From an optimization exercise on the open Yosys and OpenROAD flow, aimed at small area; shortcuts taken in it are not production practice.
RTL that was checked went through simulation tests only; none was proved equivalent to the original.
The clock port is modelled as an ideal driver, which makes a skipped or thinned clock tree look cheaper than it is; a real chip needs a root buffer or a tree.
Power figures rest on the tool's default switching activity, not on a simulated workload.

## sierra
==> flow/design.v <==
module Binary_mul_16_1_bi (P, A, B, clk, rst_n, en);
    input signed [15:0] A;
    input signed [15:0] B;
    input clk, rst_n, en;
    output [30:0] P;
    reg  [30:2] Pr;
    assign P = {Pr, (A[1] & B[0]) ^ (A[0] & B[1]), A[0] & B[0]};
    reg  [2:0]  k;
    reg  [15:0] H;
    reg         one, two, neg;
    wire [2:0]  j    = k + 3'd1;
    wire        n_hi = B[{j, 1'b1}];
    wire        n_mi = B[{j, 1'b0}];
    wire        n_lo = neg & (k != 3'd7);
    wire [17:0] ax  = {{2{A[15]}}, A};
    wire [17:0] ax2 = {A[15], A, 1'b0};
    wire [17:0] hx  = {{2{H[15]}}, H};
    wire        run = (k != 3'd0);
    wire [17:0] pp, ac, T;
    wire [18:0] c;
    assign c[0] = neg;
    genvar i;
    generate
        for (i = 0; i < 18; i = i + 1) begin : g_add
            assign pp[i] = ((one & ax[i]) | (two & ax2[i])) ^ neg;
            assign ac[i] = run & hx[i];
            assign T[i]  = ac[i] ^ pp[i] ^ c[i];
            assign c[i+1] = (ac[i] & pp[i]) | (ac[i] & c[i]) | (pp[i] & c[i]);
        end
    endgenerate
    always @(posedge clk or negedge rst_n) begin
        if (!rst_n) k <= 3'd0;
        else        k <= k + 3'd1;
    end
    always @(posedge clk) begin
        H   <= T[17:2];
        one <= n_mi ^ n_lo;
        two <= (n_hi & ~n_mi & ~n_lo) | (~n_hi & n_mi & n_lo);
        neg <= n_hi;
        case (k)
            3'd1: Pr[3:2]   <= T[1:0];
            3'd2: Pr[5:4]   <= T[1:0];
            3'd3: Pr[7:6]   <= T[1:0];
            3'd4: Pr[9:8]   <= T[1:0];
            3'd5: Pr[11:10] <= T[1:0];
            3'd6: Pr[13:12] <= T[1:0];
            3'd7: Pr[30:14] <= T[16:0];
            default: ;
        endcase
    end
endmodule
==> flow/config.mk <==
export PLATFORM = sky130hd
export DESIGN_NAME = Binary_mul_16_1_bi
export DESIGN_NICKNAME = Binary_mul_16_1_bi
export VERILOG_FILES = /design/flow/design.v
export SDC_FILE = /design/flow/constraint.sdc
export NUM_CORES = 4
export LEC_CHECK = 0
export CAP_MARGIN = 20
export CORE_MARGIN = 2
export CORE_UTILIZATION = 40
export SLEW_MARGIN = 20
==> flow/constraint.sdc <==
create_clock -name core_clock -period 10.0 [get_ports {clk}]
set_input_delay 2.0000 -clock core_clock [delete_from_list [all_inputs] [get_ports {clk}]]
set_output_delay 2.0000 -clock core_clock [all_outputs]
set_load 0.01 [all_outputs]
standard.sh (not shown) runs the stock make flow with config.mk's settings and CLKGATE_MAP_FILE= SYNTH_SCRIPT=/design/flow/synth_recipe.tcl, a recipe that flattens the netlist after the stock synthesis.
==> flow/flow/run.sh <==
#!/bin/bash
# ORFS layout through the standard.sh, with three changes:
#  - synthesis is the standard script with an area-oriented ABC mapping
#    script (flow/area.abc); registers are untouched;
#  - port buffers use the smallest buffer cell;
#  - clock tree: three clock buffers fed by the clock port (flow/cts_hook.tcl),
#    each driving one cluster of registers, in place of
#    TritonCTS's two-level tree.
# Each tool's full output stays in orfs/logs; make's output goes to flow.log.
set -euo pipefail
W=$PWD
export MY_ABC_SCRIPT=$W/flow/area.abc
export CLOCK_BUFFERS=3
export CLOCK_BUFFER_CELL=sky130_fd_sc_hd__clkbuf_8
bash standard.sh \
  "SYNTH_SCRIPT=$W/flow/synth.tcl" \
  'BUFFER_PORTS_ARGS=-buffer_cell sky130_fd_sc_hd__buf_1' \
  "PRE_CTS_TCL=$W/flow/cts_hook.tcl" \
  finish > flow.log 2>&1
Other scripts of this flow, unchanged in this note and not shown: flow/flow/area.abc, flow/flow/cts_hook.tcl, flow/flow/synth.tcl
--- input diff sierra..fjord ---
--- a/flow/design.v
+++ b/flow/design.v
@@ -6,13 +6,14 @@
     reg  [30:2] Pr;
     assign P = {Pr, (A[1] & B[0]) ^ (A[0] & B[1]), A[0] & B[0]};
     reg  [2:0]  k;
     reg  [15:0] H;
-    reg         one, two, neg;
-    wire [2:0]  j    = k + 3'd1;
-    wire        n_hi = B[{j, 1'b1}];
-    wire        n_mi = B[{j, 1'b0}];
-    wire        n_lo = neg & (k != 3'd7);
+    reg         b_lo;
+    wire        b_hi = B[{k, 1'b1}];
+    wire        b_mi = B[{k, 1'b0}];
+    wire one = b_mi ^ b_lo;
+    wire two = (b_hi & ~b_mi & ~b_lo) | (~b_hi & b_mi & b_lo);
+    wire neg = b_hi;
     wire [17:0] ax  = {{2{A[15]}}, A};
     wire [17:0] ax2 = {A[15], A, 1'b0};
     wire [17:0] hx  = {{2{H[15]}}, H};
     wire        run = (k != 3'd0);
@@ -32,12 +33,10 @@
         if (!rst_n) k <= 3'd0;
         else        k <= k + 3'd1;
     end
     always @(posedge clk) begin
-        H   <= T[17:2];
-        one <= n_mi ^ n_lo;
-        two <= (n_hi & ~n_mi & ~n_lo) | (~n_hi & n_mi & n_lo);
-        neg <= n_hi;
+        H <= T[17:2];
+        b_lo <= b_hi & (k != 3'd7);
         case (k)
             3'd1: Pr[3:2]   <= T[1:0];
             3'd2: Pr[5:4]   <= T[1:0];
             3'd3: Pr[7:6]   <= T[1:0];
Going from sierra to fjord, number of flip-flops and latches shrank by a few percent. As far as number of flops mapped to enable cells by yosys goes, fjord and sierra are indistinguishable; the numbers are identical. Per the comparison of fjord with sierra, met3 usage in global routing now larger; clock period minus final worst setup slack up 690 ps; final area went up about 1.4%. The routed wire length in fjord is 1.10 times that in sierra. Compared with sierra, in fjord number of vias per cell after detailed routing climbed about 3.6%; ratio of cells with drive above 1 in the final layout now larger; final setup slack of the worst path went down 690 ps; power after layout went down; clock slew at the register clock pins of the worst setup and hold paths fell 20 ps.
The RTL of sierra was laid out without a check of its function. In every run of this note, the design's own scripts or RTL, not TritonCTS, make the clock network.

========
## rev 12
Binary_mul_16_1_bi, a different RTL version from the one above (not shown whole).
For scale: ~150 cells after synthesis, ~49 flip-flops, ~66 I/O pins, about 0.0022 mm2 of cells after synthesis.
==> module Binary_mul_16_1_bi, before the edit <==
module Binary_mul_16_1_bi (P, A, B, clk, rst_n, en);
    input signed [15:0] A;
    input signed [15:0] B;
    input clk, rst_n, en;
    output [30:0] P;
    reg  [30:2] Pr;
    assign P = {Pr, (A[1] & B[0]) ^ (A[0] & B[1]), A[0] & B[0]};
    reg  [2:0]  k;
    reg  [15:0] H;
    reg         b_lo;
    reg         b_hi, b_mi;
    always @(*) begin
        case (k)
            3'd0: {b_hi, b_mi} = B[1:0];
            3'd1: {b_hi, b_mi} = B[3:2];
            3'd2: {b_hi, b_mi} = B[5:4];
            3'd3: {b_hi, b_mi} = B[7:6];
            3'd4: {b_hi, b_mi} = B[9:8];
            3'd5: {b_hi, b_mi} = B[11:10];
            3'd6: {b_hi, b_mi} = B[13:12];
            default: {b_hi, b_mi} = B[15:14];
        endcase
    end
    wire one = b_mi ^ b_lo;
    wire two = (b_hi & ~b_mi & ~b_lo) | (~b_hi & b_mi & b_lo);
    wire neg = b_hi;
    wire [17:0] ax  = {{2{A[15]}}, A};
    wire [17:0] ax2 = {A[15], A, 1'b0};
    wire [17:0] hx  = {{2{H[15]}}, H};
    wire [17:0] pp, ac, T;
    wire [18:0] c;
    assign c[0] = neg;
    genvar i;
    generate
        for (i = 0; i < 18; i = i + 1) begin : g_add
            assign pp[i] = ((one & ax[i]) | (two & ax2[i])) ^ neg;
            assign ac[i] = hx[i];
            assign T[i]  = ac[i] ^ pp[i] ^ c[i];
            assign c[i+1] = (ac[i] & pp[i]) | (ac[i] & c[i]) | (pp[i] & c[i]);
        end
    endgenerate
    always @(posedge clk or negedge rst_n) begin
        if (!rst_n) k <= 3'd0;
        else        k <= k + 3'd1;
    end
    always @(posedge clk) begin
        H   <= T[17:2] & {16{k != 3'd7}};
        b_lo <= b_hi & (k != 3'd7);
        case (k)
            3'd1: Pr[3:2]   <= T[1:0];
            3'd2: Pr[5:4]   <= T[1:0];
            3'd3: Pr[7:6]   <= T[1:0];
            3'd4: Pr[9:8]   <= T[1:0];
            3'd5: Pr[11:10] <= T[1:0];
            3'd6: Pr[13:12] <= T[1:0];
            3'd7: Pr[30:14] <= T[16:0];
            default: ;
        endcase
    end
endmodule
clock: 10.0 ns
lec_check: 0
cap_margin: 20
core_margin: 2
core_utilization: 40
slew_margin: 20
==> flow/flow/run.sh <==
#!/bin/bash
# ORFS layout through the standard.sh, with three changes:
#  - synthesis is the standard script (flow/synth.tcl) with an
#    area-oriented ABC mapping script (flow/area.abc) and only full adders
#    extracted as adder cells; registers are untouched;
#  - port buffers use the smallest buffer cell;
#  - clock tree: three clock buffers fed by the clock port (flow/cts_hook.tcl),
#    each driving one cluster of registers, in place of
#    TritonCTS's two-level tree.
# Each tool's full output stays in orfs/logs; make's output goes to flow.log.
set -euo pipefail
W=$PWD
export MY_ABC_SCRIPT=$W/flow/area.abc
export CLOCK_BUFFERS=3
export CLOCK_BUFFER_CELL=sky130_fd_sc_hd__clkbuf_8
bash standard.sh \
  "SYNTH_SCRIPT=$W/flow/synth.tcl" \
  'BUFFER_PORTS_ARGS=-buffer_cell sky130_fd_sc_hd__buf_1' \
  "PRE_CTS_TCL=$W/flow/cts_hook.tcl" \
  finish > flow.log 2>&1
Other scripts of this flow, unchanged in this note and not shown: flow/flow/area.abc, flow/flow/cts_hook.tcl, flow/flow/synth.tcl
Here is what was changed in the inputs of rev 13 compared with rev 12.
--- a/flow/design.v
+++ b/flow/design.v
@@ -6,25 +6,23 @@
     reg  [30:2] Pr;
     assign P = {Pr, (A[1] & B[0]) ^ (A[0] & B[1]), A[0] & B[0]};
     reg  [2:0]  k;
     reg  [15:0] H;
-    reg         b_lo;
-    reg         b_hi, b_mi;
+    reg         one, two, neg;
+    reg         n_hi, n_mi;
     always @(*) begin
         case (k)
-            3'd0: {b_hi, b_mi} = B[1:0];
-            3'd1: {b_hi, b_mi} = B[3:2];
-            3'd2: {b_hi, b_mi} = B[5:4];
-            3'd3: {b_hi, b_mi} = B[7:6];
-            3'd4: {b_hi, b_mi} = B[9:8];
-            3'd5: {b_hi, b_mi} = B[11:10];
-            3'd6: {b_hi, b_mi} = B[13:12];
-            default: {b_hi, b_mi} = B[15:14];
+            3'd0: {n_hi, n_mi} = B[3:2];
+            3'd1: {n_hi, n_mi} = B[5:4];
+            3'd2: {n_hi, n_mi} = B[7:6];
+            3'd3: {n_hi, n_mi} = B[9:8];
+            3'd4: {n_hi, n_mi} = B[11:10];
+            3'd5: {n_hi, n_mi} = B[13:12];
+            3'd6: {n_hi, n_mi} = B[15:14];
+            default: {n_hi, n_mi} = B[1:0];
         endcase
     end
-    wire one = b_mi ^ b_lo;
-    wire two = (b_hi & ~b_mi & ~b_lo) | (~b_hi & b_mi & b_lo);
-    wire neg = b_hi;
+    wire        n_lo = neg & (k != 3'd7);
     wire [17:0] ax  = {{2{A[15]}}, A};
     wire [17:0] ax2 = {A[15], A, 1'b0};
     wire [17:0] hx  = {{2{H[15]}}, H};
     wire [17:0] pp, ac, T;
@@ -44,9 +42,11 @@
         else        k <= k + 3'd1;
     end
     always @(posedge clk) begin
         H   <= T[17:2] & {16{k != 3'd7}};
-        b_lo <= b_hi & (k != 3'd7);
+        one <= n_mi ^ n_lo;
+        two <= (n_hi & ~n_mi & ~n_lo) | (~n_hi & n_mi & n_lo);
+        neg <= n_hi;
         case (k)
             3'd1: Pr[3:2]   <= T[1:0];
             3'd2: Pr[5:4]   <= T[1:0];
             3'd3: Pr[7:6]   <= T[1:0];
Looking at final wirelength across rev 13 and rev 12, the one that comes out higher is rev 12.
Of the two values seen for critical path capture point, Pr[30]$_DFFE_PN_ was produced by rev 12 and Pr[30]$_DFFE_PP_ by rev 13.
Diff rev 12 -> rev 13 | number of global-route vias before repair | down by a few percent
Rev 13 vs. rev 12: post-synthesis instance area saw an increase; clock group share of total power saw a decrease; final instance area saw a decrease; synthesis-to-finish area growth saw a decrease; synthesized cell count saw a decrease.
Timing startpoint of the critical path: B[1] -> rev 12, A[0] -> rev 13
Going from rev 12 to rev 13, the share of the clock period used by the worst path after layout was found to have gone down by 5.6 points.
Maximum frequency ends up higher on rev 13.
Only the layout flow was run in rev 12; the RTL was not checked for function there. In every run of this note, the design's own scripts or RTL, not TritonCTS, make the clock network.

what the ideal ports hide:
No port has a modelled driver above. Below, the same layouts with a new extraction and two added sets of constraints. Step 1 (the two cells are an assumption about what drives the block):
set clk [get_ports {clk}]
set_driving_cell -lib_cell sky130_fd_sc_hd__clkbuf_16 $clk
set_driving_cell -lib_cell sky130_fd_sc_hd__buf_2 [delete_from_list [all_inputs] $clk]
Step 2, shift: input delay + t, output delay - t, t = (earliest + latest rising clock arrival at the registers) / 2. This alone moves slack from input paths to output paths. Slacks: no drivers / after step 1 / after step 2; pairs: no drivers / after step 1.
| run | t (ns) | setup slack, ns | worst setup path after step 2 | latest minus earliest clock arrival (ns) |
|---|---|---|---|---|
| sierra | 0.204 | 1.000 / 1.026 / 0.823 | input to register | 0.024 / 0.023 |
| fjord | 0.197 | 0.311 / 0.331 / 0.135 | input to register | 0.023 / 0.023 |
| rev 12 | 0.197 | 0.377 / 0.397 / 0.200 | input to register | 0.016 / 0.016 |
| rev 13 | 0.203 | 0.933 / 0.958 / 0.755 | input to register | 0.028 / 0.028 |
After both steps every run listed still meets setup and hold. For rev 13, which loses most, drivers alone change the setup slack by +0.025 ns; drivers and shift together by -0.178 ns.
